Background: an optimization exercise with open tools, aiming at small area. Do not read the settings as production practice.
Function was checked by simulation only, so behaviour that the tests miss may differ from the original.
In runs 2 to 6 the design's own scripts or RTL, not TritonCTS, make the clock network.
No driver is modelled on the clock port, so clock power and skew are understated where the tree is cut down; a real chip needs a root buffer or a tree.
No activity file was given, so power comes from the tool's default toggle rates.

==> design/flow/design.v <==
module lfsr (
    input  wire        clk,
    input  wire        init,
    input  wire        init_bit,
    output reg  [15:0] random
);
    always @(posedge clk)
        random <= {random[14:0], init ? init_bit : (random[15] ^ random[13] ^ random[12] ^ random[10])};
endmodule
module uart_rx (
    input  wire       clk,
    input  wire       rst,
    input  wire       rx,
    output reg  [7:0] data,
    output wire       data_valid,
    output wire       first_bit_end,   
    output wire [1:0] step
);
    reg       rx_sync1, rx_sync2;
    reg [3:0] ph;
    reg [6:0] cnt;
    wire idle = ~ph[3] & ~ph[2] & (ph[1] | ph[0]);
    wire tick = &cnt;
    wire start_fail = tick & (ph == 4'd7) & rx_sync2;
    wire [10:0] nxt = {ph, cnt} + 11'd1;
    assign data_valid = (ph == 4'd1);
    assign first_bit_end = (ph == 4'd8) & (cnt[6:2] == 5'b11111);
    assign step = cnt[1:0];
    always @(posedge clk) begin
        if (rst) begin
            rx_sync1 <= 1'b1;
            rx_sync2 <= 1'b1;
            ph <= 4'd3;
        end else begin
            rx_sync1 <= rx;
            rx_sync2 <= rx_sync1;
            if (idle)
                ph <= rx_sync2 ? 4'd3 : 4'd7;
            else if (start_fail)
                ph <= 4'd3;
            else
                ph <= nxt[10:7];
        end
    end
    always @(posedge clk) begin
        if (idle)
            cnt <= 7'd76;
        else
            cnt <= nxt[6:0] | {2'b00, tick, tick, 3'b000};
        if (tick && ph[3])
            data <= {rx_sync2, data[7:1]};
    end
endmodule
module top (
    input  wire CLK,
    input  wire RST,
    input  wire RX,
    output wire TX,
    output wire CONTROL_PIN,
    output wire LED1
);
    localparam [1:0] S_IDLE = 2'd0;
    localparam [1:0] S_SEND = 2'd1;
    localparam [1:0] S_WAIT = 2'd2;
    localparam [1:0] S_VERIFY = 2'd3;
    wire [7:0] rx_data;
    wire       rx_valid;
    wire       rx_rot;
    wire [1:0] rx_step;
    uart_rx uart_receiver (
        .clk(CLK),
        .rst(RST),
        .rx(RX),
        .data(rx_data),
        .data_valid(rx_valid),
        .first_bit_end(rx_rot),
        .step(rx_step)
    );
    wire [15:0] challenge;
    reg [1:0]  state;
    reg [15:0] timer;
    wire lfsr_init = (state == S_IDLE) & ~|timer[15:4];
    wire [15:0] lfsr_seq = 16'b1010_1010_0010_0111;   
    lfsr challenge_gen (
        .clk(CLK),
        .init(lfsr_init),
        .init_bit(lfsr_seq[timer[3:0]]),
        .random(challenge)
    );
    reg [15:0] snap;
    reg [3:0]  recv_index;
    reg        ok_c0, ok_c1;
    reg        authenticated;
    reg        control_state;
    wire sending = (state == S_SEND);
    wire waiting = (state == S_WAIT);
    wire late = timer[15] & timer[14] & timer[13] & timer[11];
    wire period_done = late & timer[9] & timer[6] & timer[5];
    wire [15:0] timer_inc = timer + 16'd1;
    wire c7  = &timer[6:0];
    wire c11 = &timer[10:0];
    wire [15:0] timer_seq = timer_inc | (c11 ? 16'h0314 : (c7 ? 16'h0018 : 16'h0000));
    wire send_end = timer[14] & timer[12] & timer[6] & timer[5] & timer[4] & timer[3] & timer[2] & timer[0];
    wire [3:0] ch_idx = timer[14:11];
    wire [2:0] bit_idx = timer[9:7];
    wire [3:0] nib = snap[15:12];
    wire [7:0] hexch = (nib < 4'd10) ? {4'h3, nib} : {4'h4, nib - 4'd9};
    reg  [7:0] tx_ch;
    always @(*) begin
        case (ch_idx)
            4'd0: tx_ch = 8'h43;   
            4'd1: tx_ch = 8'h48;   
            4'd2: tx_ch = 8'h41;   
            4'd3: tx_ch = 8'h4C;   
            4'd4: tx_ch = 8'h3A;   
            4'd5, 4'd6, 4'd7, 4'd8: tx_ch = hexch;
            default: tx_ch = 8'h0A;   
        endcase
    end
    assign TX = ~sending | (timer[10] ? tx_ch[bit_idx] : ~timer[7]);
    wire track = ~sending & ~(waiting & ~late);   
    wire send_rot = sending & (timer[10:7] == 4'd6) & (timer[6:2] == 5'b01000) &
                    ((~ch_idx[3] & ch_idx[2] & ch_idx[1]) | (ch_idx[3] & ~ch_idx[1]));
    wire wait_rot = waiting & rx_rot & (recv_index >= 4'd6) & (recv_index <= 4'd9);
    always @(posedge CLK) begin
        if (track)
            snap <= {snap[14:0], challenge[0]};   
        else if (send_rot | wait_rot)
            snap <= {snap[14:0], snap[15]};
    end
    wire is_dec = (rx_data[7:4] == 4'h3) & (~rx_data[3] | ~(rx_data[2] | rx_data[1]));
    wire is_let = (rx_data[7:6] == 2'b01) & ~rx_data[4] & (rx_data[3:0] != 4'h0) &
                  ~rx_data[3] & ~(rx_data[2] & rx_data[1] & rx_data[0]);
    wire [3:0] let_val = {1'b1, rx_data[2] ^ (rx_data[1] & rx_data[0]), rx_data[1] ^ rx_data[0], ~rx_data[0]};
    wire [3:0] rx_nib = is_dec ? rx_data[3:0] : (is_let ? let_val : 4'h0);
    reg [7:0] pre_ch;
    always @(*) begin
        case (recv_index[2:0])
            3'd0: pre_ch = 8'h52;   
            3'd1: pre_ch = 8'h45;   
            3'd2: pre_ch = 8'h53;   
            3'd3: pre_ch = 8'h50;   
            default: pre_ch = 8'h3A;   
        endcase
    end
    wire prefix = ~recv_index[3] & ~(recv_index[2] & (recv_index[1] | recv_index[0]));   
    wire pre_ok = ~prefix | (rx_data == pre_ch);
    wire collecting = ~(recv_index[3] & recv_index[1]);   
    wire [1:0] step = rx_step;
    wire       dbit = rx_nib[~step];
    reg  [3:0] key_nib;
    always @(*) begin
        case (recv_index[1:0])
            2'd2: key_nib = 4'hA;   
            2'd3: key_nib = 4'h5;
            2'd0: key_nib = 4'hC;
            default: key_nib = 4'h3;
        endcase
    end
    wire kbit = key_nib[~step];
    wire sbit = snap[15];
    wire same = ~(dbit ^ sbit);
    wire nxt_ok0 = same & (kbit ? (sbit ? ok_c0 : ok_c1) : ok_c0);
    wire nxt_ok1 = ~same & (kbit ? ok_c1 : (sbit ? ok_c1 : ok_c0));
    always @(posedge CLK) begin
        if (sending) begin
            recv_index <= 4'd0;
            ok_c0 <= 1'b1;
            ok_c1 <= 1'b1;
        end else begin
            if (wait_rot) begin
                ok_c0 <= nxt_ok0;
                ok_c1 <= nxt_ok1;
            end
            if (waiting && rx_valid && collecting) begin
                recv_index <= recv_index + 4'd1;
                ok_c0 <= ok_c0 & pre_ok;
                ok_c1 <= ok_c1 & pre_ok;
            end
        end
    end
    always @(posedge CLK) begin
        if (RST) begin
            state <= S_IDLE;
            timer <= 16'd0;
            authenticated <= 1'b0;
            control_state <= 1'b1;
        end else begin
            if (authenticated && rx_valid && !(waiting && collecting)) begin
                if (rx_data == 8'h59 || rx_data == 8'h79)
                    control_state <= 1'b0;
                if (rx_data == 8'h4E || rx_data == 8'h6E)
                    control_state <= 1'b1;
            end
            case (state)
                S_IDLE: begin
                    if (period_done) begin
                        timer <= 16'd893;   
                        state <= S_SEND;
                    end else begin
                        timer <= timer_inc;
                    end
                end
                S_SEND: begin
                    if (send_end) begin
                        timer <= 16'd0;
                        state <= S_WAIT;
                    end else begin
                        timer <= timer_seq;
                    end
                end
                S_WAIT: begin
                    timer <= timer_inc;
                    if (rx_valid && collecting && rx_data == 8'h0A && recv_index == 4'd9)
                        state <= S_VERIFY;
                    if (period_done) begin
                        authenticated <= 1'b0;
                        state <= S_IDLE;
                    end
                end
                default: begin   
                    timer <= timer_inc;
                    authenticated <= ok_c0;
                    state <= S_IDLE;
                end
            endcase
        end
    end
    reg [9:0] auth_lfsr;   
    reg       auth_blink;
    wire auth_zero = ~|auth_lfsr[8:0];
    wire auth_clear = (state == S_VERIFY) & ok_c0;
    always @(posedge CLK) begin
        if (auth_clear) begin
            auth_lfsr <= 10'd0;
            auth_blink <= 1'b0;
        end else begin
            auth_lfsr <= {auth_lfsr[8:0], auth_lfsr[9] ^ auth_lfsr[6] ^ auth_zero};
            auth_blink <= auth_blink ^ (auth_lfsr[9] & auth_zero);
        end
    end
    wire send_led = timer[14:0] >= 15'd16329;
    assign LED1 = authenticated ? auth_blink : (sending ? send_led : timer[13]);
    assign CONTROL_PIN = control_state;
endmodule
==> design/flow/flow/run.sh <==
#!/bin/bash
# Own layout flow: the standard ORFS flow (standard.sh), with
#  - an area-oriented ABC mapping script in place of ORFS's speed script:
#    several runs of ABC's &deepsyn from different seeds, each mapped, the
#    smallest mapping kept (flip-flops are mapped before ABC runs, so
#    registers are unchanged),
#  - adders left to ABC instead of being mapped to half/full-adder cells,
#  - a small clock tree of our own (clock_tree.tcl) in place of TritonCTS,
#  - port buffers of the smallest buffer cell.
# The ORFS logs of every step are under orfs/logs; the make output is in
# standard.log.
set -euo pipefail
W=$(pwd)
F="$W/flow"
rm -rf "$W/scripts_own"
cp -r "$FLOW_HOME/scripts" "$W/scripts_own"
cp "$F/abc_speed.script" "$W/scripts_own/abc_speed.script"
python3 - "$W/scripts_own/cts.tcl" "$F/clock_tree.tcl" <<'PY'
import sys
p, tree = sys.argv[1], sys.argv[2]
s = open(p).read()
old = "log_cmd clock_tree_synthesis {*}$cts_args"
assert old in s
s = s.replace(old, "source " + tree)
open(p, "w").write(s)
PY
export SCRIPTS_DIR="$W/scripts_own"
export ADDER_MAP_FILE=
export OWN_CLK_BUFS="${OWN_CLK_BUFS:-3}"
export OWN_CLK_BUF="${OWN_CLK_BUF:-sky130_fd_sc_hd__buf_12}"
export BUFFER_PORTS_ARGS="-buffer_cell sky130_fd_sc_hd__buf_1"
bash standard.sh > "$W/standard.log" 2>&1
==> design/flow/flow/abc_speed.script <==
strash
&get -n
&fraig -x
&put
scorr
dc2
strash
&get -n
&saveaig
&dch -f
&nf -R 1000 -p
&put
save -a
&loadaig
&deepsyn -T 20 -S 1
&put
strash
&get -n
&dch -f
&nf -R 1000 -p
&put
save -a
strash
&get -n
&nf -R 1000 -p
&put
save -a
&loadaig
&deepsyn -T 20 -S 2
&put
strash
&get -n
&dch -f
&nf -R 1000 -p
&put
save -a
strash
&get -n
&nf -R 1000 -p
&put
save -a
&loadaig
&deepsyn -T 20 -S 3
&put
strash
&get -n
&dch -f
&nf -R 1000 -p
&put
save -a
strash
&get -n
&nf -R 1000 -p
&put
save -a
&loadaig
&deepsyn -T 20 -S 4
&put
strash
&get -n
&dch -f
&nf -R 1000 -p
&put
save -a
strash
&get -n
&nf -R 1000 -p
&put
save -a
&loadaig
&deepsyn -T 20 -S 5
&put
strash
&get -n
&dch -f
&nf -R 1000 -p
&put
save -a
strash
&get -n
&nf -R 1000 -p
&put
save -a
&loadaig
&deepsyn -T 20 -S 6
&put
strash
&get -n
&dch -f
&nf -R 1000 -p
&put
save -a
strash
&get -n
&nf -R 1000 -p
&put
save -a
&loadaig
&deepsyn -T 20 -S 7
&put
strash
&get -n
&dch -f
&nf -R 1000 -p
&put
save -a
strash
&get -n
&nf -R 1000 -p
&put
save -a
&loadaig
&deepsyn -T 20 -S 8
&put
strash
&get -n
&dch -f
&nf -R 1000 -p
&put
save -a
strash
&get -n
&nf -R 1000 -p
&put
save -a
load
topo
==> design/flow/flow/clock_tree.tcl <==
# Own clock tree, in place of TritonCTS: the CLK port drives OWN_CLK_BUFS
# buffers of type OWN_CLK_BUF, each driving one cluster of the clock sinks
# (k-means on the placed sink positions; each buffer at its cluster's centre).
set nbuf $::env(OWN_CLK_BUFS)
set bufcell $::env(OWN_CLK_BUF)
set block [ord::get_db_block]
set clknet [$block findNet CLK]
set master [[ord::get_db] findMaster $bufcell]
set pts {}
foreach it [$clknet getITerms] {
  set bb [[$it getInst] getBBox]
  lappend pts [list [expr {([$bb xMin] + [$bb xMax]) / 2.0}] [expr {([$bb yMin] + [$bb yMax]) / 2.0}] $it]
}
set pts [lsort -real -index 0 $pts]
set n [llength $pts]
# initial clusters: equal slices by x
set assign {}
for {set i 0} {$i < $n} {incr i} { lappend assign [expr {$i * $nbuf / $n}] }
for {set iter 0} {$iter < 30} {incr iter} {
  set cx {}; set cy {}; set cn {}
  for {set b 0} {$b < $nbuf} {incr b} { lappend cx 0.0; lappend cy 0.0; lappend cn 0 }
  for {set i 0} {$i < $n} {incr i} {
    set b [lindex $assign $i]
    lset cx $b [expr {[lindex $cx $b] + [lindex $pts $i 0]}]
    lset cy $b [expr {[lindex $cy $b] + [lindex $pts $i 1]}]
    lset cn $b [expr {[lindex $cn $b] + 1}]
  }
  for {set b 0} {$b < $nbuf} {incr b} {
    set c [expr {max(1, [lindex $cn $b])}]
    lset cx $b [expr {[lindex $cx $b] / $c}]
    lset cy $b [expr {[lindex $cy $b] / $c}]
  }
  # reassign, keeping clusters at most ceil(n / nbuf) + 2 sinks
  set cap [expr {($n + $nbuf - 1) / $nbuf + 2}]
  set cnt {}
  for {set b 0} {$b < $nbuf} {incr b} { lappend cnt 0 }
  set order {}
  for {set i 0} {$i < $n} {incr i} {
    set best 1e30
    for {set b 0} {$b < $nbuf} {incr b} {
      set d [expr {abs([lindex $pts $i 0] - [lindex $cx $b]) + abs([lindex $pts $i 1] - [lindex $cy $b])}]
      if {$d < $best} { set best $d }
    }
    lappend order [list $best $i]
  }
  set newassign $assign
  foreach o [lsort -real -decreasing -index 0 $order] {
    set i [lindex $o 1]
    set best 1e30
    set bb 0
    for {set b 0} {$b < $nbuf} {incr b} {
      if {[lindex $cnt $b] >= $cap} { continue }
      set d [expr {abs([lindex $pts $i 0] - [lindex $cx $b]) + abs([lindex $pts $i 1] - [lindex $cy $b])}]
      if {$d < $best} { set best $d; set bb $b }
    }
    lset newassign $i $bb
    lset cnt $bb [expr {[lindex $cnt $bb] + 1}]
  }
  set assign $newassign
}
puts "own clock tree: $n sinks, $nbuf x $bufcell, cluster sizes $cnt"
for {set b 0} {$b < $nbuf} {incr b} {
  set net [odb::dbNet_create $block "clknet_own_$b"]
  $net setSigType CLOCK
  set inst [odb::dbInst_create $block $master "clkbuf_own_$b"]
  for {set i 0} {$i < $n} {incr i} {
    if {[lindex $assign $i] != $b} { continue }
    set it [lindex $pts $i 2]
    $it disconnect
    $it connect $net
  }
  [$inst findITerm A] connect $clknet
  [$inst findITerm X] connect $net
  set w [[$inst getBBox] getDX]
  $inst setLocation [expr {int([lindex $cx $b]) - $w / 2}] [expr {int([lindex $cy $b])}]
  $inst setPlacementStatus PLACED
}
global_connect
==> design/flow/standard.sh <==
#!/bin/bash
# synth_recipe.tcl (not shown) runs the flow's synth.tcl, then flattens the netlist and writes it again
# the make line also repeats each setting of config.mk as NAME=value (left out here)
make -C /OpenROAD-flow-scripts/flow DESIGN_CONFIG=/design/flow/config.mk WORK_HOME=/design/flow/orfs CLKGATE_MAP_FILE= SYNTH_SCRIPT=/design/flow/synth_recipe.tcl "${@:-finish}"
==> design/flow/config.mk <==
export PLATFORM = sky130hd
export DESIGN_NAME = top
export DESIGN_NICKNAME = top
export VERILOG_FILES = /design/flow/design.v
export SDC_FILE = /design/flow/constraint.sdc
export NUM_CORES = 4
export LEC_CHECK = 0
export CAP_MARGIN = 20
export CORE_MARGIN = 2
export CORE_UTILIZATION = 70
export PLACE_DENSITY = 0.8
export SLEW_MARGIN = 20
==> design/flow/constraint.sdc <==
create_clock -name core_clock -period 10.0 [get_ports {CLK}]
set_input_delay 2.0000 -clock core_clock [delete_from_list [all_inputs] [get_ports {CLK}]]
set_output_delay 2.0000 -clock core_clock [all_outputs]
set_load 0.01 [all_outputs]
==> flow_metrics.tcl, run 1 <==
set metrics [dict create \
    status "stopped before the end" \
    stop_stage "1_2_yosys" \
    tool.error "ERROR: Syntax error in line 21!" \
    yosys_warnings 3 \
]
==> run 2: changes to the inputs <==
--- a/design/flow/design.v
+++ b/design/flow/design.v
@@ -102,2 +102,3 @@
     wire [15:0] timer_seq = timer_inc | (c11 ? 16'h0314 : (c7 ? 16'h0018 : 16'h0000));
+    wire timer_clear = RST | (sending & send_end);
     wire send_end = timer[14] & timer[12] & timer[6] & timer[5] & timer[4] & timer[3] & timer[2] & timer[0];
@@ -182,5 +183,14 @@
     always @(posedge CLK) begin
+        if (timer_clear)
+            timer <= 16'd0;
+        else if (state == S_IDLE && period_done)
+            timer <= 16'd893;   
+        else if (sending)
+            timer <= timer_seq;
+        else
+            timer <= timer_inc;
+    end
+    always @(posedge CLK) begin
         if (RST) begin
             state <= S_IDLE;
-            timer <= 16'd0;
             authenticated <= 1'b0;
@@ -197,6 +207,4 @@
                     if (period_done) begin
-                        timer <= 16'd893;   
                         state <= S_SEND;
                     end else begin
-                        timer <= timer_inc;
                     end
@@ -205,6 +213,4 @@
                     if (send_end) begin
-                        timer <= 16'd0;
                         state <= S_WAIT;
                     end else begin
-                        timer <= timer_seq;
                     end
@@ -212,3 +218,2 @@
                 S_WAIT: begin
-                    timer <= timer_inc;
                     if (rx_valid && collecting && rx_data == 8'h0A && recv_index == 4'd9)
@@ -221,3 +226,2 @@
                 default: begin   
-                    timer <= timer_inc;
                     authenticated <= ok_c0;
--- a/design/flow/flow/run.sh
+++ b/design/flow/flow/run.sh
@@ -2,6 +2,6 @@
 # Own layout flow: the standard ORFS flow (standard.sh), with
-#  - an area-oriented ABC mapping script in place of ORFS's speed script:
-#    several runs of ABC's &deepsyn from different seeds, each mapped, the
-#    smallest mapping kept (flip-flops are mapped before ABC runs, so
-#    registers are unchanged),
+#  - area-oriented ABC mapping in place of ORFS's speed script: one ABC
+#    session maps the logic once directly and once after each of several
+#    runs of &deepsyn (different seeds), and keeps the smallest mapping
+#    (flip-flops are mapped before ABC runs, so registers are unchanged),
 #  - adders left to ABC instead of being mapped to half/full-adder cells,
@@ -9,4 +9,4 @@
 #  - port buffers of the smallest buffer cell.
-# The ORFS logs of every step are under orfs/logs; the make output is in
-# standard.log.
+# The ORFS logs of every step are under orfs/logs (ABC's choice is printed in
+# orfs/logs/.../1_2_yosys.log); the make output is in standard.log.
 set -euo pipefail
@@ -14,5 +14,18 @@
 F="$W/flow"
+SEEDS="${OWN_SEEDS:-1 2 3 4 5 6 7 8 9 10 11 12}"
+DEEP_T="${OWN_DEEP_T:-20}"
+
 rm -rf "$W/scripts_own"
 cp -r "$FLOW_HOME/scripts" "$W/scripts_own"
-cp "$F/abc_speed.script" "$W/scripts_own/abc_speed.script"
+{
+  printf 'strash\n&get -n\n&fraig -x\n&put\nscorr\ndc2\nstrash\n&get -n\n&saveaig\n'
+  printf '&dch -f\n&nf -R 1000 -p\n&put\nprint_stats\nsave -a\n'
+  for s in $SEEDS; do
+    printf '&loadaig\n&deepsyn -T %s -S %s\n&put\nstrash\n&get -n\n&dch -f\n&nf -R 1000 -p\n&put\nprint_stats\nsave -a\n' "$DEEP_T" "$s"
+    printf 'strash\n&get -n\n&nf -R 1000 -p\n&put\nprint_stats\nsave -a\n'
+  done
+  # the best mapping, written out and read back to drop the timing data
+  # that load attaches (Yosys's BLIF reader does not accept it)
+  printf 'load\nwrite_blif %s/abc_best.blif\nread_blif %s/abc_best.blif\nprint_stats\ntopo\n' "$W" "$W"
+} > "$W/scripts_own/abc_speed.script"
 python3 - "$W/scripts_own/cts.tcl" "$F/clock_tree.tcl" <<'PY'
removed: design/flow/flow/abc_speed.script
==> run 2 against run 1 <==
Now clean on timing, DRC and antenna.
==> flow_metrics.tcl, run 2 <==
set metrics [dict create \
    peakVddDrop_v 0.000183 \
    place_congestion 0.901 \
    fp.dieArea_um2 5580 \
    syn_area_um2 3500 \
    num_rows 25 \
    synth_top_area_share_pct 37.8 \
    antenna_left 0 \
    path_cells "o31ai_1 -> nor2_1 -> nor2_1 -> o211ai_1 -> o2111a_1 -> o21ai_0 -> o311ai_0 -> o211ai_1 -> buf_1" \
    path_buf_inv 1 \
    pre_cts_slack_ns 5.88 \
    cp.depth 9 \
    r2r-start "state[1]$_SDFFE_PP0P_" \
    fp.coreArea_um2 4790 \
    nNetsFinal 366 \
    die_h_um 74.7 \
    hold_depth 0 \
    finalClockSkew_ns 0.0134 \
    post_cts_buffers 0 \
    layout_setup_ws_ns 5.66 \
    reg2reg_depth 6 \
    yosys_register_bits 90 \
    slew_violations 0 \
    grt-ovfl-total 0 \
    drtPass1Iterations 5 \
    timing.final.crit_share_pct 43.4 \
    status "finished clean" \
    yosys_warnings 3 \
    via_per_inst 6.16 \
    routed_wl_um 6700 \
    dieWidth_um 74.7 \
    largestRegisters "challenge_gen.random (16), snap (16), timer (16)" \
    cp_top_family "compound AO/OA/AOI/OAI gates" \
    drtIter0Drc 271 \
    cp-startpoint "timer[14]$_SDFF_PP0_" \
    avgSynthCellArea_um2 9.91 \
    synth_most_common_cell "dfxtp_1" \
    portBuffers 5 \
    critical_path_arrival_ns 2.34 \
    synthDistinctLibCells 39 \
    cp-start-kind "flop" \
    grt_pass1_vias 2457 \
    grt_pass1_wl_um 11300 \
    via_count 2635 \
    relSlewSlack_pct 29.0 \
    crit_path_max_incr_delay_ns 0.56 \
    clk_pin_slew_ns 0.11 \
    worst_pin_slew_ns 1.06 \
    worstPathMaxFanout 11 \
    p_per_area_nw_per_um2 147 \
    end_kind "output pin" \
    clk_latency_ns 0.14 \
    slowest_stage "o31ai_1" \
    ys_seq_area_share_pct 58.3 \
    synth_ff_type "dfxtp_1" \
    grt_util_all_layers_pct 25.2 \
    syn_inst 353 \
    io_pins 6 \
    post_cts_resized 0 \
    hold_start "challenge_gen.random[11]$_DFF_P_" \
    synth_top_area_cell "dfxtp_1" \
    final.min_clock_period_ns 4.34 \
    layout.cells.most_common "dfxtp_1" \
    hold_viol 0 \
    setup_viol 0 \
    async_flop_share_pct 0 \
    wl_per_cell_um 15.6 \
    final_cell_mix "dfxtp_1 (66), nor2_1 (38), nand2_1 (32)" \
    worstSetupPathType "reg2out" \
    remaining_drc_errors 0 \
    fmax_ghz 0.231 \
    antenna_found_initial 0 \
    critPathRequiredTime_ns 8.00 \
    grt_max_degree 33 \
    dp_hpwl_um 4750 \
    synth_nets 356 \
    rsz0062_at_grt "no" \
    hp-class "reg2reg" \
    final_layout_size_suffix_gt1_share_pct 0.831 \
    synth_commonest_cells "dfxtp_1 (66), nor2_1 (38), nand2_1 (32), a21oi_1 (30), o21ai_0 (25)" \
    setup-tns-final_ns 0 \
    synth_edf_count 24 \
    maxCapViolations 0 \
    antenna_cells 0 \
    syn_to_final_growth_pct 4.65 \
    synth_area_leaders "dfxtp_1 (38%), edfxtp_1 (21%), a21oi_1 (4.3%)" \
    cts_hold_buf 0 \
    leakage_nw 1.20 \
    start_util_pct 73.1 \
]
## run 2: metrics by stage
| step | cells | total power [mW] | utilization, % | hold slack, ns | cell area, µm² |
|---|---|---|---|---|---|
| after floorplan | 353 | 0.408 | - | 0.310 | 3500 |
| after global placement | 425 | 0.413 | 75.3 | 0.311 | 3600 |
| after detailed placement | 425 | 0.414 | 75.3 | 0.312 | 3600 |
| after CTS | 428 | 0.518 | 76.5 | 0.312 | 3660 |
| after global routing | 428 | 0.554 | 76.5 | 0.346 | 3660 |
| final | 428 | 0.539 | 76.5 | 0.340 | 3660 |
## run 2: final timing paths
check                                                         to  slack, ns
worst min-delay path            challenge_gen.random[12]$_DFF_P_       0.34
worst min register to register  challenge_gen.random[12]$_DFF_P_       0.34
worst max-delay path                                          TX       5.66
worst max register to register              timer[11]$_SDFF_PP0_       7.46
## run 2: metal layers
layer / track usage, % / vias to the layer above / part of all wire, %
met5: 0 / - / 0
met4: 5.36 / 0 / 2.6
met3: 1.20 / 19 / 3.6
met2: 43.3 / 66 / 47
met1: 35.9 / 1242 / 46
li1: - / 1308 / -
## run 2: worst reg2reg max path, cell delays in order, from the launching register on
cell and delay [ns]:
dfxtp_1 0.39, nand2b_1 0.32, nor4b_1 0.75, nand3_1 0.21
nand2b_1 0.38, nand2b_1 0.30, nor3_1 0.11
## run 2: power breakdown
| part | total, mW | internal (mW) | leakage [nW] | switching (mW) |
|---|---|---|---|---|
| logic | 0.0127 | 0.00512 | 0.421 | 0.00757 |
| registers | 0.394 | 0.386 | 0.752 | 0.00727 |
| clock network | 0.133 | 0.0490 | 0.0282 | 0.0837 |
| total | 0.539 | 0.440 | 1.20 | 0.0986 |
## run 2: area by class of cell
type | count | area (µm²)
multi-input combinational | 258 | 1440
buffer | 3 | 60.1
sequential | 90 | 2040
timing repair buffer | 5 | 18.8
inverter | 5 | 18.8
fill | 357 | 1120
tap | 67 | 83.8
## run 2: logic make-up (layout without fill, tap and decap cells)
kind of cell | Yosys count | count (layout) | synth area share [%]
AOI/OAI and AO/OA | 84 | 84 | 14.2
xor gates and xnor gates | 14 | 14 | 3.50
buffers and inverters | 5 | 13 | 0.536
DFF | 90 | 90 | 58.3
muxes | 3 | 3 | 0.858
and+or+nand+nor | 157 | 157 | 22.5
==> run 3: changes to the inputs <==
--- a/design/flow/flow/run.sh
+++ b/design/flow/flow/run.sh
@@ -14,3 +14,3 @@
 F="$W/flow"
-SEEDS="${OWN_SEEDS:-1 2 3 4 5 6 7 8 9 10 11 12}"
+SEEDS="${OWN_SEEDS:-1}"
 DEEP_T="${OWN_DEEP_T:-20}"
@@ -42,3 +42,4 @@
 export OWN_CLK_BUFS="${OWN_CLK_BUFS:-3}"
-export OWN_CLK_BUF="${OWN_CLK_BUF:-sky130_fd_sc_hd__buf_12}"
+export OWN_CLK_BUF="${OWN_CLK_BUF:-sky130_fd_sc_hd__inv_12}"
+export OWN_CLK_PRE=sky130_fd_sc_hd__inv_4
 export BUFFER_PORTS_ARGS="-buffer_cell sky130_fd_sc_hd__buf_1"
--- a/design/flow/flow/clock_tree.tcl
+++ b/design/flow/flow/clock_tree.tcl
@@ -3,2 +3,5 @@
 # (k-means on the placed sink positions; each buffer at its cluster's centre).
+# If OWN_CLK_PRE names an inverter, the CLK port drives one such inverter
+# (placed at the sinks' centre) and it drives the cluster cells, which are
+# then inverters too.
 set nbuf $::env(OWN_CLK_BUFS)
@@ -7,2 +10,3 @@
 set clknet [$block findNet CLK]
+set precell [expr {[info exists ::env(OWN_CLK_PRE)] ? $::env(OWN_CLK_PRE) : ""}]
 set master [[ord::get_db] findMaster $bufcell]
@@ -60,3 +64,19 @@
 }
-puts "own clock tree: $n sinks, $nbuf x $bufcell, cluster sizes $cnt"
+puts "own clock tree: $n sinks, $nbuf x $bufcell, cluster sizes $cnt, pre-driver '$precell'"
+set drvnet $clknet
+if {$precell != ""} {
+  set pmaster [[ord::get_db] findMaster $precell]
+  set pinst [odb::dbInst_create $block $pmaster "clkinv_own_pre"]
+  set drvnet [odb::dbNet_create $block "clknet_own_pre"]
+  $drvnet setSigType CLOCK
+  [$pinst findITerm A] connect $clknet
+  [$pinst findITerm Y] connect $drvnet
+  set sx 0.0
+  set sy 0.0
+  foreach p $pts { set sx [expr {$sx + [lindex $p 0]}]; set sy [expr {$sy + [lindex $p 1]}] }
+  set w [[$pinst getBBox] getDX]
+  $pinst setLocation [expr {int($sx / $n) - $w / 2}] [expr {int($sy / $n)}]
+  $pinst setPlacementStatus PLACED
+}
+set outpin [expr {$precell != "" ? "Y" : "X"}]
 for {set b 0} {$b < $nbuf} {incr b} {
@@ -71,4 +91,4 @@
   }
-  [$inst findITerm A] connect $clknet
-  [$inst findITerm X] connect $net
+  [$inst findITerm A] connect $drvnet
+  [$inst findITerm $outpin] connect $net
   set w [[$inst getBBox] getDX]
==> run 3 against run 2 <==
Die area up 0.85%; synthesized area rose by 0.89%; sequential power up 3%; flip-flop and latch count unchanged; via count is 2.4% higher; hold slack lost 0.0026 ns; clock power shrank 3%; critical endpoint unchanged; sequential share of layout area down 0.40 points; final cell count up 0.93%; first-iteration DRC count decreased by 32%; clock skew shrank 0.0061 ns; largest cell class unchanged.
==> flow_metrics.tcl, run 3 <==
set metrics [dict create \
    status "finished clean" \
    antenna_left 0 \
    yosys_warnings 3 \
    fp.dieArea_um2 5630 \
    fin_area_um2 3690 \
    syn_to_final_growth_pct 4.46 \
    setup-tns-final_ns 0 \
    final_layout_size_suffix_gt1_share_pct 1.10 \
    grt-ovfl-total 0 \
    via_count 2699 \
    maxCapViolations 0 \
    regArea_um2 2040 \
    hold_viol 0 \
    grt_pass1_wl_um 10600 \
    layout_setup_ws_ns 5.23 \
    yosys.area_share.simple_pct 23.7 \
    synth_ff_type "dfxtp_1" \
    largestRegisters "challenge_gen.random (16), snap (16), timer (16)" \
    synth_top_area_share_pct 37.4 \
    critPathRequiredTime_ns 8.00 \
    synthDistinctLibCells 44 \
    place_area_um2 3630 \
    die_h_um 75.0 \
    via_per_inst 6.25 \
    synthXorXnorAreaFrac_pct 3.72 \
    synth_top_area_cell "dfxtp_1" \
    cts_hold_buf 0 \
    nNetsFinal 370 \
    grt_use_met2_pct 40.1 \
    post_cts_resized 0 \
    synthAdderAreaFrac_pct 0 \
    final.min_clock_period_ns 4.77 \
    worst_pin_slew_ns 1.08 \
    rsz0062_at_grt "no" \
    async_flop_share_pct 0 \
    fmax_ghz 0.210 \
    place_congestion 0.860 \
    io_pins 6 \
    slew_violations 0 \
    routed_wl_um 6580 \
    antenna_found_initial 0 \
    synth_area_leaders "dfxtp_1 (37%), edfxtp_1 (20%), nor2_1 (4.3%)" \
    remaining_drc_errors 0 \
    dieWidth_um 75.0 \
    portBuffers 5 \
    peakVddDrop_v 0.000155 \
    synth.area.mux_share_pct 0.283 \
    clk_latency_ns 0.21 \
    synth_edf_count 24 \
    setup_viol 0 \
    avgSynthCellArea_um2 9.92 \
    grtUsageMet3_pct 2.28 \
    relSlewSlack_pct 27.5 \
    drtPass1Iterations 5 \
    leakage_nw 1.24 \
    fill_cells 334 \
    fp.coreArea_um2 4790 \
    grt_max_degree 32 \
    whs_ns 0.337 \
    grt.busiest_layer "met2" \
    dp_hpwl_um 4610 \
    synth_nets 359 \
    p_per_area_nw_per_um2 151 \
    cp-start-kind "flop" \
    hp-class "reg2reg" \
    critical_path_arrival_ns 2.77 \
    layout.cells.most_common "dfxtp_1" \
    ys_seq_area_share_pct 57.8 \
    num_rows 25 \
    stdcell_count 432 \
    multi_input_area_um2 1470 \
    wl_per_cell_um 15.2 \
    pre_cts_slack_ns 5.52 \
    synth-compound-area-share_pct 13.9 \
    grt_pass1_vias 2322 \
    grt_util_all_layers_pct 23.7 \
    clk_pin_slew_ns 0.10 \
    worstSetupPathType "reg2out" \
    antenna_cells 0 \
    grt_util_met1_pct 33.7 \
    finalClockSkew_ns 0.00722 \
    synth_commonest_cells "dfxtp_1 (66), nor2_1 (40), nand2_1 (28), a21oi_1 (26), edfxtp_1 (24)" \
    placed_cells 428 \
    syn_area_um2 3530 \
    end_kind "output pin" \
    start_util_pct 73.8 \
    worstPathMaxFanout 10 \
    final_cell_mix "dfxtp_1 (66), nor2_1 (40), nand2_1 (28)" \
    synth_most_common_cell "dfxtp_1" \
    timing.final.crit_share_pct 47.7 \
    synth_top_family_by_area "simple AND/OR/NAND/NOR gates" \
    post_cts_buffers 0 \
    syn_inst 356 \
    drtIter0Drc 184 \
    yosys_register_bits 90 \
]
-- run 3: cell types whose count changed after synthesis, sizes merged, moves of 3 or more --
| cell | change |
|---|---|
| nor3 | +4 |
| a21oi | -4 |
| a31oi | +3 |
| or2 | +5 |
| nand2 | -4 |
-- run 3: layer usage --
layer  up-vias  wire, µm  share of wire [%]
met4         0       112                1.7
met3        14       280                4.3
met5         -         0                  0
met2        70      3110                 47
met1      1277      3080                 47
li1       1338         -                  -
-- run 3: report_power, final --
group / switching [mW] / leakage, nW / internal, mW
sequential: 0.0128 / 0.752 / 0.394
combinational: 0.0107 / 0.458 / 0.00933
clock: 0.112 / 0.0263 / 0.0175
total: 0.135 / 1.24 / 0.421
-- run 3: kinds of logic (layout without fill, tap and decap cells) --
family,count (synthesis),after routing
and+or+nand+nor,163,163
DFF,90,90
AOI/OAI and AO/OA,81,81
xor gates and xnor gates,15,15
buffers and inverters,6,15
muxes,1,1
-- run 3: stage by stage --
step | util, % | power, mW
floorplan | - | 0.426
global placement | 75.9 | 0.433
detailed placement | 75.9 | 0.435
CTS | 77.1 | 0.539
global route | 77.1 | 0.576
finish | 77.1 | 0.556
-- run 3: worst max-delay path, cell delays in order (launching register included) --
cell	delay, ns
dfxtp_1	0.51
nor4b_1	0.42
nor2b_1	0.13
or2_0	0.32
or4b_1	0.53
nand3_1	0.10
a31oi_1	0.04
o21ai_0	0.17
nand4_1	0.10
nand3_1	0.09
buf_1	0.15
-- run 3: worst paths after layout --
path / startpoint / endpoint / slack, ns / cells after the start
max: timer[14]$_SDFF_PP0_ / TX / 5.23 / 10
min: challenge_gen.random[6]$_DFF_P_ / challenge_gen.random[7]$_DFF_P_ / 0.34 / 0
max reg2reg: state[0]$_SDFFE_PP0P_ / timer[15]$_SDFF_PP0_ / 7.03 / 7
min reg2reg: challenge_gen.random[6]$_DFF_P_ / challenge_gen.random[7]$_DFF_P_ / 0.34 / 0
-- run 3: final cells by class --
class                      instances  area share (%)
inverter                          10            2.10
multi-input combinational        260            39.8
tap                               67            2.27
timing repair buffer               5           0.509
sequential                        90            55.4
==> run 4: changes to the inputs <==
--- a/design/flow/flow/run.sh
+++ b/design/flow/flow/run.sh
@@ -7,3 +7,5 @@
 #  - adders left to ABC instead of being mapped to half/full-adder cells,
-#  - a small clock tree of our own (clock_tree.tcl) in place of TritonCTS,
+#  - a small clock tree of our own (clock_tree.tcl) in place of TritonCTS:
+#    CLK drives one inverter, which drives three inverters, each driving a
+#    cluster of the flip-flops,
 #  - port buffers of the smallest buffer cell.
@@ -14,3 +16,3 @@
 F="$W/flow"
-SEEDS="${OWN_SEEDS:-1}"
+SEEDS="${OWN_SEEDS:-1 2 3 4 5 6 7 8 9 10 11 12}"
 DEEP_T="${OWN_DEEP_T:-20}"
@@ -43,3 +45,3 @@
 export OWN_CLK_BUF="${OWN_CLK_BUF:-sky130_fd_sc_hd__inv_12}"
-export OWN_CLK_PRE=sky130_fd_sc_hd__inv_4
+export OWN_CLK_PRE="${OWN_CLK_PRE:-sky130_fd_sc_hd__inv_4}"
 export BUFFER_PORTS_ARGS="-buffer_cell sky130_fd_sc_hd__buf_1"
==> run 4 against run 3 <==
Combinational power is 34% lower; utilization is 0.34 points lower; critical endpoint unchanged; synthesized cell count is 2.5% lower; die area is 1.1% lower; cell area is 1.1% lower.
==> flow_metrics.tcl, run 4 <==
set metrics [dict create \
    finalClockSkew_ns 0.0169 \
    cp-start-kind "flop" \
    status "finished clean" \
    cts_hold_buf 0 \
    place_congestion 0.903 \
    wl_per_cell_um 15.5 \
    dieWidth_um 74.6 \
    antenna_found_initial 0 \
    relSlewSlack_pct 47.3 \
    start_util_pct 73.4 \
    critPathRequiredTime_ns 8.00 \
    layout.cells.most_common "dfxtp_1" \
    die_h_um 74.6 \
    synth_ff_type "dfxtp_1" \
    end_kind "output pin" \
    final_layout_size_suffix_gt1_share_pct 1.12 \
    synthDistinctLibCells 44 \
    synth_area_leaders "dfxtp_1 (38%), edfxtp_1 (21%), a21oi_1 (5.3%)" \
    grt_pass1_wl_um 10900 \
    syn_area_um2 3490 \
    fp.coreArea_um2 4750 \
    hold_viol 0 \
    final_cell_mix "dfxtp_1 (66), a21oi_1 (37), nor2_1 (36)" \
    syn_to_final_growth_pct 4.52 \
    clk_latency_ns 0.23 \
    synth_nets 350 \
    drtIter0Drc 245 \
    p_sw_mw 0.130 \
    grt_max_degree 33 \
    leakage_nw 1.21 \
    fmax_ghz 0.232 \
    grt_util_all_layers_pct 24.4 \
    maxCapViolations 0 \
    routed_wl_um 6570 \
    r2r-start "state[1]$_SDFFE_PP0P_" \
    via_count 2669 \
    reg2reg_depth 5 \
    fill_cells 355 \
    slew_violations 0 \
    fp.dieArea_um2 5570 \
    dp_hpwl_um 4610 \
    setup-tns-final_ns 0 \
    yosys_warnings 3 \
    nNetsFinal 361 \
    num_rows 25 \
    p_clk_share_pct 24.5 \
    final.min_clock_period_ns 4.32 \
    peakVddDrop_v 0.000145 \
    yosys_register_bits 90 \
    p_per_area_nw_per_um2 148 \
    async_flop_share_pct 0 \
    critical_path_arrival_ns 2.32 \
    ys_seq_area_share_pct 58.5 \
    hold_start "challenge_gen.random[3]$_DFF_P_" \
    synth_top_area_share_pct 37.8 \
    avgSynthCellArea_um2 10.1 \
    rsz0062_at_grt "no" \
    post_cts_buffers 0 \
    remaining_drc_errors 0 \
    min_to "challenge_gen.random[4]$_DFF_P_" \
    portBuffers 5 \
    worstSetupPathType "reg2out" \
    post_cts_resized 0 \
    hold_depth 0 \
    grt_pass1_vias 2334 \
    largestRegisters "challenge_gen.random (16), snap (16), timer (16)" \
    totalPowerFinal_mw 0.539 \
    worst_pin_slew_ns 0.790 \
    timing.final.crit_share_pct 43.2 \
    io_pins 6 \
    worstPathMaxFanout 5 \
    syn_inst 347 \
    antenna_cells 0 \
    combPwrFrac_pct 2.4 \
    power_frac_seq_pct 73.1 \
    drtPass1Iterations 7 \
    worst_r2r_endpoint "snap[3]$_DFFE_PP_" \
    synth_edf_count 24 \
    internal_power_mw 0.409 \
    clk_pin_slew_ns 0.11 \
    rrSetupSlack_ns 7.05 \
    regArea_um2 2040 \
    switching_share_pct 24.1 \
    synth_commonest_cells "dfxtp_1 (66), a21oi_1 (37), nor2_1 (36), edfxtp_1 (24), nand2_1 (22)" \
    setup_viol 0 \
    grt-ovfl-total 0 \
    via_per_inst 6.31 \
    hp-class "reg2reg" \
    antenna_left 0 \
    multi_input_area_um2 1420 \
    synth_most_common_cell "dfxtp_1" \
    synth_top_area_cell "dfxtp_1" \
]
==> run 4: cell types whose count changed after synthesis, moves of 3 or more <==
| cell | before | now |
|---|---|---|
| xor2_1 | 7 | 3 |
| xnor2_1 | 8 | 11 |
| nand2_1 | 28 | 22 |
| a31oi_1 | 8 | 3 |
| o21ai_0 | 23 | 17 |
| nand4_1 | 6 | 9 |
| nor2_1 | 40 | 36 |
| or2_0 | 7 | 2 |
| a21oi_1 | 26 | 37 |
==> run 4: kinds of logic (layout without fill, tap and decap cells) <==
group / after synthesis / count (layout) / synth area share, %
compound gates: 86 / 86 / 15.0
xor+xnor: 14 / 14 / 3.51
buf+inv: 8 / 17 / 0.860
flops: 90 / 90 / 58.5
mux: 3 / 3 / 0.860
simple gates: 146 / 146 / 21.3
==> run 4: cell type report <==
cell class                      instances  share of cell area, %
Tap cell                               67                   2.30
Sequential cell                        90                   56.0
Multi-Input combinational cell        249                   38.9
Inverter                               12                   2.33
Timing Repair Buffer                    5                  0.514
==> run 4: how the worst max path moves through the flow <==
| stage | start | endpoint | cells after the start |
|---|---|---|---|
| finish | snap[15]$_DFFE_PP_ | TX | 10 |
| global placement | snap[15]$_DFFE_PP_ | TX | 10 |
| global route | snap[15]$_DFFE_PP_ | TX | 10 |
| detailed placement | snap[15]$_DFFE_PP_ | TX | 10 |
| floorplan | snap[15]$_DFFE_PP_ | TX | 9 |
| CTS | snap[15]$_DFFE_PP_ | TX | 10 |
==> run 4: metrics by stage <==
stage | area [µm²] | hold slack [ns] | utilization [%] | std cells | setup slack [ns]
after floorplan | 3490 | 0.310 | - | 347 | 6.22
after global placement | 3590 | 0.312 | 75.6 | 419 | 6.00
after global routing | 3650 | 0.345 | 76.7 | 423 | 5.39
final | 3650 | 0.336 | 76.7 | 423 | 5.68
after detailed placement | 3590 | 0.316 | 75.6 | 419 | 5.94
after CTS | 3650 | 0.320 | 76.7 | 423 | 5.93
==> run 4: per-layer routing <==
metal	track usage, %	wire length, µm
met1	35.0	3030
met2	41.3	3070
met3	1.61	311
met4	5.36	157
met5	0	0
==> run 4: power by group through the flow <==
stage                     Clock (mW)  Sequential [mW]  Combinational [mW]
after floorplan                    0            0.399             0.00964
after global placement             0            0.402              0.0121
after detailed placement           0            0.402              0.0127
after CTS                      0.104            0.403              0.0131
after global routing           0.147            0.396              0.0148
final                          0.132            0.394              0.0132
==> run 4: critical path, cell delays in order, from the launching register on <==
cell and delay, ns:
edfxtp_1 0.44, clkinv_1 0.17, nor2_1 0.21, and3_1 0.18, nor4_1 0.05, or3_1 0.31
a221oi_1 0.21, a21oi_1 0.06, o2111ai_1 0.20, nand3_1 0.09, buf_1 0.17
==> run 5: changes to the inputs <==
==> design/flow/flow/run.sh (replaced) <==
#!/bin/bash
# Own layout flow: the standard ORFS flow (standard.sh), with
#  - area-oriented ABC mapping in place of ORFS's speed script: synthesis is
#    run once per seed (four at a time, each in syn_N/), its ABC session
#    mapping the logic directly and after ABC's &deepsyn from that seed and
#    keeping the smaller mapping; the smallest netlist of all runs is laid
#    out (flip-flops are mapped before ABC runs, so every run has the same
#    registers as the standard synthesis),
#  - adders left to ABC instead of being mapped to half/full-adder cells,
#  - a small clock tree of our own (clock_tree.tcl) in place of TritonCTS:
#    CLK drives one inverter, which drives three inverters, each driving a
#    cluster of the flip-flops,
#  - port buffers of the smallest buffer cell.
# The ORFS logs of every step are under orfs/logs (syn_N/orfs/logs for the
# synthesis runs); the make output is in standard*.log, the choice of
# netlist in synth_choice.log.
set -euo pipefail
W=$(pwd)
F="$W/flow"
SEEDS="${OWN_SEEDS:-1 2 3 4 5 6 7 8}"
DEEP_T="${OWN_DEEP_T:-120}"
RES="orfs/results/sky130hd/top/base"
REP="orfs/reports/sky130hd/top/base"

make_scripts() {  # make_scripts DIR: ORFS scripts with our clock tree
  rm -rf "$1"
  cp -r "$FLOW_HOME/scripts" "$1"
  python3 - "$1/cts.tcl" "$F/clock_tree.tcl" <<'PY'
import sys
p, tree = sys.argv[1], sys.argv[2]
s = open(p).read()
old = "log_cmd clock_tree_synthesis {*}$cts_args"
assert old in s
s = s.replace(old, "source " + tree)
open(p, "w").write(s)
PY
}
map_script() {  # map_script FILE [SEED OUTDIR]: the ABC script
  {
    printf 'strash\n&get -n\n&fraig -x\n&put\nscorr\ndc2\nstrash\n&get -n\n&saveaig\n'
    printf '&dch -f\n&nf -R 1000 -p\n&put\nsave -a\n'
    if [[ $# -ge 3 ]]; then
      printf '&loadaig\n&deepsyn -T %s -S %s\n&put\nstrash\n&get -n\n&dch -f\n&nf -R 1000 -p\n&put\nsave -a\n' "$DEEP_T" "$2"
      printf 'strash\n&get -n\n&nf -R 1000 -p\n&put\nsave -a\n'
      # the best mapping, written out and read back to drop the timing
      # data that load attaches (Yosys's BLIF reader does not accept it)
      printf 'load\nwrite_blif %s/abc_best.blif\nread_blif %s/abc_best.blif\n' "$3" "$3"
    else
      printf 'load\nwrite_blif %s/abc_best.blif\nread_blif %s/abc_best.blif\n' "$W" "$W"
    fi
    printf 'topo\n'
  } > "$1"
}

export ADDER_MAP_FILE=
export OWN_CLK_BUFS="${OWN_CLK_BUFS:-3}"
export OWN_CLK_BUF="${OWN_CLK_BUF:-sky130_fd_sc_hd__inv_12}"
export OWN_CLK_PRE="${OWN_CLK_PRE:-sky130_fd_sc_hd__inv_4}"
export BUFFER_PORTS_ARGS="-buffer_cell sky130_fd_sc_hd__buf_1"

make_scripts "$W/scripts_own"
map_script "$W/scripts_own/abc_speed.script"
for s in $SEEDS; do
  mkdir -p "$W/syn_$s"
  make_scripts "$W/scripts_$s"
  map_script "$W/scripts_$s/abc_speed.script" "$s" "$W/syn_$s"
  sed "s#WORK_HOME=$W/orfs #WORK_HOME=$W/syn_$s/orfs #" standard.sh > "$W/standard_$s.sh"
done

n=0
for s in $SEEDS; do
  SCRIPTS_DIR="$W/scripts_$s" bash "$W/standard_$s.sh" synth > "$W/standard_synth_$s.log" 2>&1 &
  n=$((n + 1))
  if [[ $n -ge ${NUM_CORES:-4} ]]; then wait || true; n=0; fi
done
wait || true
SCRIPTS_DIR="$W/scripts_own" bash standard.sh synth > "$W/standard_synth.log" 2>&1

area_of() { awk '/Chip area for module/ {print $NF}' "$1/$REP/synth_stat.txt" 2>/dev/null || true; }
best_dir="$W"
best=$(area_of "$W")
echo "synthesis without deepsyn: $best" > "$W/synth_choice.log"
for s in $SEEDS; do
  a=$(area_of "$W/syn_$s")
  echo "synthesis with deepsyn seed $s: $a" >> "$W/synth_choice.log"
  if [[ -n "$a" && -f "$W/syn_$s/$RES/1_2_yosys.v" ]] && python3 -c "import sys; sys.exit(0 if float('$a') < float('$best') else 1)"; then
    best="$a"
    best_dir="$W/syn_$s"
  fi
done
echo "chosen: $best_dir ($best)" >> "$W/synth_choice.log"
if [[ "$best_dir" != "$W" ]]; then
  cp "$best_dir/$RES/1_2_yosys.v" "$W/$RES/1_2_yosys.v"
  touch "$W/$RES/1_2_yosys.v"
fi

SCRIPTS_DIR="$W/scripts_own" bash standard.sh > "$W/standard.log" 2>&1
==> run 5 against run 4 <==
Still clean on timing, DRC and antenna; flip-flop and latch count unchanged; synthesized cell count down 2.9%; combinational power about the same; synthesized area down 0.72%; via count down 0.82%; sequential share of layout area up 0.39 points; sequential power about the same; critical path depth down 2; largest power group unchanged; highest routed layer unchanged.
==> flow_metrics.tcl, run 5 <==
set metrics [dict create \
    status "finished clean" \
    peakVddDrop_v 0.000208 \
    worstSetupPathType "reg2out" \
    synth_nets 340 \
    hold_viol 0 \
    worstPathMaxFanout 12 \
    path_cells "or3_1 -> o21a_1 -> nor2_1 -> a21oi_1 -> o31ai_1 -> a221oi_1 -> or3_1 -> buf_1" \
    cp-start-kind "flop" \
    path_common_cell "or3_1" \
    slowest_stage "or3_1" \
    final_cell_mix "dfxtp_1 (66), a21oi_1 (32), nor2_1 (27)" \
    drtIter0Drc 245 \
    layout.cells.most_common "dfxtp_1" \
    avgSynthCellArea_um2 10.3 \
    wl_per_cell_um 16.2 \
    antenna_cells 0 \
    reg2reg_depth 9 \
    critical_path_arrival_ns 2.28 \
    slew_violations 0 \
    portBuffers 5 \
    fp.dieArea_um2 5530 \
    via_count 2647 \
    fmax_ghz 0.234 \
    r2r-start "state[0]$_SDFFE_PP0P_" \
    nNetsFinal 351 \
    remaining_drc_errors 0 \
    dieWidth_um 74.4 \
    hold_start "challenge_gen.random[8]$_DFF_P_" \
    relSlewSlack_pct 52.2 \
    place_congestion 0.957 \
    syn_to_final_growth_pct 4.55 \
    critPathRequiredTime_ns 8.00 \
    timing.final.crit_share_pct 42.8 \
    largestRegisters "challenge_gen.random (16), snap (16), timer (16)" \
    rrSetupSlack_ns 7.29 \
    crit_path_max_incr_delay_ns 0.44 \
    cts_hold_buf 0 \
    utilization_pct 76.2 \
    hp-class "reg2reg" \
    yosys_warnings 3 \
    syn_area_um2 3470 \
    dp_hpwl_um 4680 \
    final.min_clock_period_ns 4.28 \
    finalClockSkew_ns 0.00732 \
    antenna_left 0 \
    drtPass1Iterations 5 \
    worst_pin_slew_ns 0.715 \
    end_kind "output pin" \
    maxCapViolations 0 \
    worst_r2r_endpoint "timer[15]$_SDFF_PP0_" \
    cp-startpoint "timer[13]$_SDFF_PP0_" \
    syn_inst 337 \
    leakage_nw 1.21 \
    io_pins 6 \
    grt_max_degree 33 \
    via_per_inst 6.41 \
    post_cts_resized 0 \
    rsz0062_at_grt "no" \
    start_util_pct 72.9 \
    whs_ns 0.336 \
    crit_end "TX" \
    clk_latency_ns 0.22 \
    die_h_um 74.4 \
    setup-tns-final_ns 0 \
    grt_util_all_layers_pct 24.6 \
    routed_wl_um 6690 \
    setup_viol 0 \
    grt-ovfl-total 0 \
    num_rows 25 \
    fp.coreArea_um2 4750 \
    totalPowerFinal_mw 0.542 \
    post_cts_buffers 0 \
    clk_pin_slew_ns 0.11 \
    grt_pass1_wl_um 11000 \
    antenna_found_initial 0 \
    p_per_area_nw_per_um2 149 \
    grt_pass1_vias 2350 \
    final_layout_size_suffix_gt1_share_pct 1.16 \
]
==> run 5: how the worst min path moves through the flow <==
stage / end / slack [ns] / cells after the start
2_1_floorplan: challenge_gen.random[10]$_DFF_P_ / 0.31 / 0
6_report: challenge_gen.random[9]$_DFF_P_ / 0.34 / 0
3_5_place_dp: challenge_gen.random[4]$_DFF_P_ / 0.31 / 0
5_1_grt: challenge_gen.random[9]$_DFF_P_ / 0.34 / 0
3_3_place_gp: challenge_gen.random[7]$_DFF_P_ / 0.31 / 0
4_1_cts: challenge_gen.random[4]$_DFF_P_ / 0.31 / 0
==> run 5: cell type report <==
class | count | area [µm²]
Sequential cell | 90 | 2040
Multi-Input combinational cell | 240 | 1400
Fill cell | 342 | 1130
Inverter | 11 | 81.3
Timing Repair Buffer | 5 | 18.8
Tap cell | 67 | 83.8
==> run 5: report_power, final <==
part           leakage, nW  switching, mW  internal [mW]
sequential           0.751        0.00771          0.387
combinational        0.432        0.00784        0.00553
clock               0.0263          0.117         0.0174
total                 1.21          0.132          0.409
==> run 5: worst max-delay path, delay by kind of cell (launching register included) <==
family,cells,cell delay (ns)
compound gates,4,0.58
buf+inv,1,0.13
flops,1,0.43
simple gates,3,0.92
==> run 5: per-stage QoR <==
stage,setup WS [ns],area (µm²),std cells
floorplan,6.26,3470,337
global placement,6.12,3570,409
detailed placement,6.02,3570,409
CTS,6.02,3620,413
global route,5.56,3620,413
finish,5.72,3620,413
==> run 5: layer usage <==
layer / track usage, % / routed length [µm] / up-vias
met5: 0 / 0 / -
met4: 5.56 / 148 / 0
met3: 2.98 / 412 / 15
met2: 40.6 / 3100 / 98
met1: 35.0 / 3030 / 1248
li1: - / - / 1286
==> run 6: changes to the inputs <==
--- a/design/flow/design.v
+++ b/design/flow/design.v
@@ -16,3 +16,3 @@
     output wire       first_bit_end,   
-    output wire [1:0] step
+    output wire [1:0] step             
 );
@@ -102,4 +102,4 @@
     wire [15:0] timer_seq = timer_inc | (c11 ? 16'h0314 : (c7 ? 16'h0018 : 16'h0000));
+    wire send_end = timer[14] & timer[12] & timer[6] & timer[5] & timer[4] & timer[3] & timer[2] & timer[0];
     wire timer_clear = RST | (sending & send_end);
-    wire send_end = timer[14] & timer[12] & timer[6] & timer[5] & timer[4] & timer[3] & timer[2] & timer[0];
     wire [3:0] ch_idx = timer[14:11];
@@ -206,12 +206,8 @@
                 S_IDLE: begin
-                    if (period_done) begin
+                    if (period_done)
                         state <= S_SEND;
-                    end else begin
-                    end
                 end
                 S_SEND: begin
-                    if (send_end) begin
+                    if (send_end)
                         state <= S_WAIT;
-                    end else begin
-                    end
                 end
--- a/design/flow/flow/run.sh
+++ b/design/flow/flow/run.sh
@@ -19,3 +19,3 @@
 F="$W/flow"
-SEEDS="${OWN_SEEDS:-1 2 3 4 5 6 7 8}"
+SEEDS="${OWN_SEEDS:-1 2 3 4 5 6 7 8 9 10 11 12 13 14 15 16}"
 DEEP_T="${OWN_DEEP_T:-120}"
==> run 6 against run 5 <==
Still clean; via count unchanged; utilization unchanged; first-iteration DRC count unchanged; largest power group unchanged.
==> flow_metrics.tcl, run 6 <==
set metrics [dict create \
    antenna_found_initial 0 \
    grt-ovfl-total 0 \
    cp-start-kind "flop" \
    cp-startpoint "timer[13]$_SDFF_PP0_" \
    portBuffers 5 \
    worst_r2r_endpoint "timer[15]$_SDFF_PP0_" \
    wl_per_cell_um 16.2 \
    place_congestion 0.957 \
    end_kind "output pin" \
    start_util_pct 72.9 \
    num_rows 25 \
    fp.dieArea_um2 5530 \
    stdcell_count 413 \
    layout.cells.most_common "dfxtp_1" \
    totalPowerFinal_mw 0.542 \
    setup-tns-final_ns 0 \
    rsz0062_at_grt "no" \
    clk_pin_slew_ns 0.11 \
    critPathRequiredTime_ns 8.00 \
    final.min_clock_period_ns 4.28 \
    synth_nets 340 \
    syn_inst 337 \
    path_common_cell "or3_1" \
    layout_setup_ws_ns 5.72 \
    drtIter0Drc 245 \
    final_layout_size_suffix_gt1_share_pct 1.16 \
    worst_pin_slew_ns 0.715 \
    die_h_um 74.4 \
    cp.depth 8 \
    relSlewSlack_pct 52.2 \
    routed_wl_um 6690 \
    largestRegisters "challenge_gen.random (16), snap (16), timer (16)" \
    via_per_inst 6.41 \
    timing.final.crit_share_pct 42.8 \
    drtPass1Iterations 5 \
    hold_viol 0 \
    worstPathMaxFanout 12 \
    finalClockSkew_ns 0.00732 \
    cts_hold_buf 0 \
    r2r-start "state[0]$_SDFFE_PP0P_" \
    avgSynthCellArea_um2 10.3 \
    status "finished clean" \
    final_cell_mix "dfxtp_1 (66), a21oi_1 (32), nor2_1 (27)" \
    utilization_pct 76.2 \
    cp_top_family "simple AND/OR/NAND/NOR gates" \
    fmax_ghz 0.234 \
    post_cts_buffers 0 \
    whs_ns 0.336 \
    p_per_area_nw_per_um2 149 \
    hp-class "reg2reg" \
    syn_to_final_growth_pct 4.55 \
    antenna_cells 0 \
    grt_pass1_vias 2350 \
    crit_end "TX" \
    antenna_left 0 \
    reg2reg_depth 9 \
    placed_cells 409 \
    grt_pass1_wl_um 11000 \
    crit_path_max_incr_delay_ns 0.44 \
    yosys_warnings 3 \
    clk_latency_ns 0.22 \
    slowest_stage "or3_1" \
    dp_hpwl_um 4680 \
    fp.coreArea_um2 4750 \
    fin_area_um2 3620 \
    via_count 2647 \
    slew_violations 0 \
    dieWidth_um 74.4 \
    remaining_drc_errors 0 \
    pre_cts_slack_ns 6.02 \
    io_pins 6 \
    worstSetupPathType "reg2out" \
    path_cells "or3_1 -> o21a_1 -> nor2_1 -> a21oi_1 -> o31ai_1 -> a221oi_1 -> or3_1 -> buf_1" \
    peakVddDrop_v 0.000208 \
    nNetsFinal 351 \
    path_buf_inv 1 \
    post_cts_resized 0 \
    critical_path_arrival_ns 2.28 \
    maxCapViolations 0 \
    syn_area_um2 3470 \
    leakage_nw 1.21 \
    place_area_um2 3570 \
    grt_max_degree 33 \
    setup_viol 0 \
    rrSetupSlack_ns 7.29 \
    grt_util_all_layers_pct 24.6 \
]
## run 6: area by class of cell
class | count | area [µm²]
Sequential cell | 90 | 2040
Multi-Input combinational cell | 240 | 1400
Fill cell | 342 | 1130
Tap cell | 67 | 83.8
Inverter | 11 | 81.3
Timing Repair Buffer | 5 | 18.8
## run 6: report_power, final
group	total, mW	internal [mW]	switching [mW]
clock	0.134	0.0174	0.117
sequential	0.394	0.387	0.00771
combinational	0.0134	0.00553	0.00784
## run 6: how the worst min path moves through the flow
stage	endpoint	slack (ns)	cells after the start	from
finish	challenge_gen.random[9]$_DFF_P_	0.34	0	challenge_gen.random[8]$_DFF_P_
detailed placement	challenge_gen.random[4]$_DFF_P_	0.31	0	challenge_gen.random[3]$_DFF_P_
CTS	challenge_gen.random[4]$_DFF_P_	0.31	0	challenge_gen.random[3]$_DFF_P_
global route	challenge_gen.random[9]$_DFF_P_	0.34	0	challenge_gen.random[8]$_DFF_P_
floorplan	challenge_gen.random[10]$_DFF_P_	0.31	0	challenge_gen.random[9]$_DFF_P_
global placement	challenge_gen.random[7]$_DFF_P_	0.31	0	challenge_gen.random[6]$_DFF_P_
## run 6: worst register-to-register path, cell delays in order (launching register included)
cell	delay (ns)
dfxtp_1	0.43
clkinv_1	0.18
nor2_1	0.53
nand3_1	0.16
nor2_1	0.19
nand3_1	0.15
nand2b_1	0.37
nand2b_1	0.39
o21bai_1	0.17
a21oi_1	0.05
## run 6: metal layers
layer	global-route usage, %	wire (µm)
met1	35.0	3030
met2	40.6	3100
met3	2.98	412
met4	5.56	148
met5	0	0

afterwards: timing with drivers on the ports:
How much do the figures lean on ideal ports? The routed layouts below were timed once more, with nothing changed but the port constraints.
Step 1, drivers: a clkbuf_16 drives CLK and a buf_2 each remaining input, both assumed.
Step 2 moves the port delays by t, midway between the first and last clock arrival at a register: inputs arrive t later, outputs are due t later. That takes back most of the time a late clock gives input paths.
a / b / c = no drivers / after step 1 / after step 2; a / b = the first two.
| run | t (ns) | slack for setup (ns) | worst setup path after step 2 | clock arrival spread, ns |
|---|---|---|---|---|
| run 2 | 0.206 | 5.662 / 5.594 / 5.800 | register to output | 0.013 / 0.014 |
| run 3 | 0.244 | 5.227 / 5.193 / 5.437 | register to output | 0.007 / 0.008 |
| run 4 | 0.257 | 5.683 / 5.649 / 5.905 | register to output | 0.017 / 0.017 |
| run 5 | 0.253 | 5.719 / 5.684 / 5.937 | register to output | 0.008 / 0.008 |
| run 6 | 0.253 | 5.719 / 5.684 / 5.937 | register to output | 0.008 / 0.008 |
After both steps every run listed still meets setup and hold.
